From an optimization exercise on the open Yosys and OpenROAD flow, aimed at small area; shortcuts taken in it are not production practice.
The RTL was checked by simulation tests, not by an equivalence proof against the original design.
Power and IR drop assume default switching activity.

==> flow/design.v <==
module sync_fifo
    #(
        parameter FIFO_WIDTH       = 10'd32,
        parameter FIFO_WIDTH_BIT   = 10'd5,
        parameter FIFO_DEPTH       = 10'd64,
        parameter FIFO_DEPTH_BIT   = 10'd6
    )
    (
        input                           clk,
        input                           rst,
        input                           w_en,
        input                           r_en,
        input [FIFO_WIDTH-1:0]          data_write,
        output                          flag_full,
        output                          flag_empty,
        output     [FIFO_WIDTH-1:0]     data_read
    );
    reg [FIFO_DEPTH_BIT:0]      count;   
    reg                         phase;   
    reg [FIFO_WIDTH-1:0]        memory [FIFO_DEPTH:0];
    assign flag_empty = (count == 0);
    assign flag_full  = count[FIFO_DEPTH_BIT];
    wire push = w_en & ~flag_full;
    wire pop  = r_en & ~flag_empty;
    wire [FIFO_DEPTH+1:1] valid;
    genvar g, b;
    generate
        for (g = 1; g <= FIFO_DEPTH + 1; g = g + 1) begin : g_valid
            assign valid[g] = (count >= g);
        end
    endgenerate
    wire [FIFO_WIDTH-1:0] data_in = data_write ^ {FIFO_WIDTH{phase}};
    generate
        for (g = 1; g < FIFO_DEPTH; g = g + 1) begin : g_mem
            wire sel_shift = pop & valid[g+1];
            wire sel_hold  = ~pop & valid[g];
            wire sel_in    = ~(sel_shift | sel_hold);
            wire [FIFO_WIDTH-1:0] next;
            for (b = 0; b < FIFO_WIDTH; b = b + 1) begin : g_bit
                sync_fifo_aoi222 u_sel (
                    .a1(sel_in),    .a2(data_in[b]),
                    .b1(sel_shift), .b2(memory[g+1][b]),
                    .c1(sel_hold),  .c2(memory[g][b]),
                    .y(next[b])
                );
            end
            always @(posedge clk)
                memory[g] <= next;
        end
    endgenerate
    wire top_hold = ~pop & valid[FIFO_DEPTH];
    wire [FIFO_WIDTH-1:0] top_next;
    wire [FIFO_WIDTH-1:0] out_next;
    generate
        for (b = 0; b < FIFO_WIDTH; b = b + 1) begin : g_edge
            sync_fifo_oai22 u_top (
                .a1(memory[FIFO_DEPTH][b]), .a2(~top_hold),
                .b1(data_in[b]),            .b2(top_hold),
                .y(top_next[b])
            );
            sync_fifo_oai22 u_out (
                .a1(memory[1][b]), .a2(~pop),
                .b1(memory[0][b]), .b2(pop),
                .y(out_next[b])
            );
        end
    endgenerate
    always @(posedge clk) begin
        memory[FIFO_DEPTH] <= top_next;
        memory[0]          <= out_next;
    end
    assign data_read = memory[0] ^ {FIFO_WIDTH{phase}};
    always @(posedge clk or posedge rst) begin
        if (rst) begin
            count <= 0;
            phase <= 1'b0;
        end else begin
            phase <= ~phase;
            if (push && !pop)
                count <= count + 1'b1;
            else if (pop && !push)
                count <= count - 1'b1;
        end
    end
endmodule
module sync_fifo_aoi222 (
    input  a1, a2, b1, b2, c1, c2,
    output y
);
    assign y = ~((a1 & a2) | (b1 & b2) | (c1 & c2));
endmodule
module sync_fifo_oai22 (
    input  a1, a2, b1, b2,
    output y
);
    assign y = ~((a1 | a2) & (b1 | b2));
endmodule
==> flow/config.mk <==
export PLATFORM = sky130hd
export DESIGN_NAME = sync_fifo
export DESIGN_NICKNAME = sync_fifo
export VERILOG_FILES = /design/flow/design.v
export SDC_FILE = /design/flow/constraint.sdc
export NUM_CORES = 4
export LEC_CHECK = 0
export CAP_MARGIN = 0
export CELL_PAD_IN_SITES_DETAIL_PLACEMENT = 1
export CELL_PAD_IN_SITES_GLOBAL_PLACEMENT = 1
export CORE_MARGIN = 2
export CORE_UTILIZATION = 40
export CTS_CLUSTER_DIAMETER = 120
export CTS_CLUSTER_SIZE = 25
export PLACE_DENSITY = 0.62
export SLEW_MARGIN = 0
export SYNTH_HIERARCHICAL = 1
export SYNTH_MINIMUM_KEEP_SIZE = 0
==> flow/constraint.sdc <==
create_clock -name core_clock -period 5.0 [get_ports {clk}]
set_input_delay 1.0000 -clock core_clock [delete_from_list [all_inputs] [get_ports {clk}]]
set_output_delay 1.0000 -clock core_clock [all_outputs]
set_load 0.01 [all_outputs]
standard.sh (not shown) runs the stock make flow with config.mk's settings and CLKGATE_MAP_FILE= SYNTH_SCRIPT=/design/flow/synth_recipe.tcl, a recipe that flattens the netlist after the stock synthesis.
==> flow/flow/run.sh <==
#!/bin/bash
# The standard layout (standard.sh, which runs the standard synthesis and
# ORFS to finish), with two changes passed to ORFS through its own variables:
#  - port buffers are sky130_fd_sc_hd__buf_1 instead of ORFS's default pick;
#  - clock tree synthesis inserts no dummy loads.
# The full make output goes to flow.log in this folder.
set -euo pipefail
export BUFFER_PORTS_ARGS="-buffer_cell sky130_fd_sc_hd__buf_1"
export CTS_ARGS="-sink_clustering_enable -repair_clock_nets -sink_clustering_size 25 -sink_clustering_max_diameter 120 -dont_use_dummy_load"
bash standard.sh > flow.log 2>&1
Edit:
--- a/flow/flow/run.sh
+++ b/flow/flow/run.sh
@@ -9 +9 @@
-export CTS_ARGS="-sink_clustering_enable -repair_clock_nets -sink_clustering_size 25 -sink_clustering_max_diameter 120 -dont_use_dummy_load"
+export CTS_ARGS="-sink_clustering_enable -repair_clock_nets -sink_clustering_size 28 -sink_clustering_max_diameter 150 -dont_use_dummy_load"
Settings changed: CTS_CLUSTER_DIAMETER 120 to 150, CTS_CLUSTER_SIZE 25 to 28, PLACE_DENSITY 0.62 to 0.55.
Core utilization hardly moves.
Combinational power rises by about 2%.
Wire length rises by 5.4%.
Final cell count is about the same.
Worst setup slack degrades by 0.18 ns.
Die area is unchanged.
Sequential cell count stays the same.
Clock-buffer cell count falls by 9.
Non-clock buffer count rises by 1.
Total power is about the same.
Clock power falls by 3.4%.

-- static timing again, ports no longer ideal --
The results above use ideal ports. As a check the final layouts listed here were re-extracted and re-timed, cells and wires unchanged. Step 1 assumes that a clkbuf_16 drives the clock port and a buf_2 every other input. Step 2 also shifts input and output timing later by t, the mid clock arrival at the registers, as if the neighbouring blocks saw the same clock. Three values: ideal ports, drivers, drivers and shift; two values: the first two.
| run | shift t [ns] | setup slack, ns | worst setup path after step 2 | worst register clock-pin slew, ns | worst data-port slew with drivers (ns) |
|---|---|---|---|---|---|
| the first run | 0.810 | 1.209 / 1.125 / 0.996 | input to register | 0.11 / 0.11 | 0.12 |
| the second run | 0.805 | 1.028 / 0.938 / 1.190 | input to register | 0.12 / 0.12 | 0.12 |
After both steps every run listed still meets setup and hold. The setup slack of the first run, which loses most, moves by -0.084 ns with the drivers and by -0.213 ns with both steps.
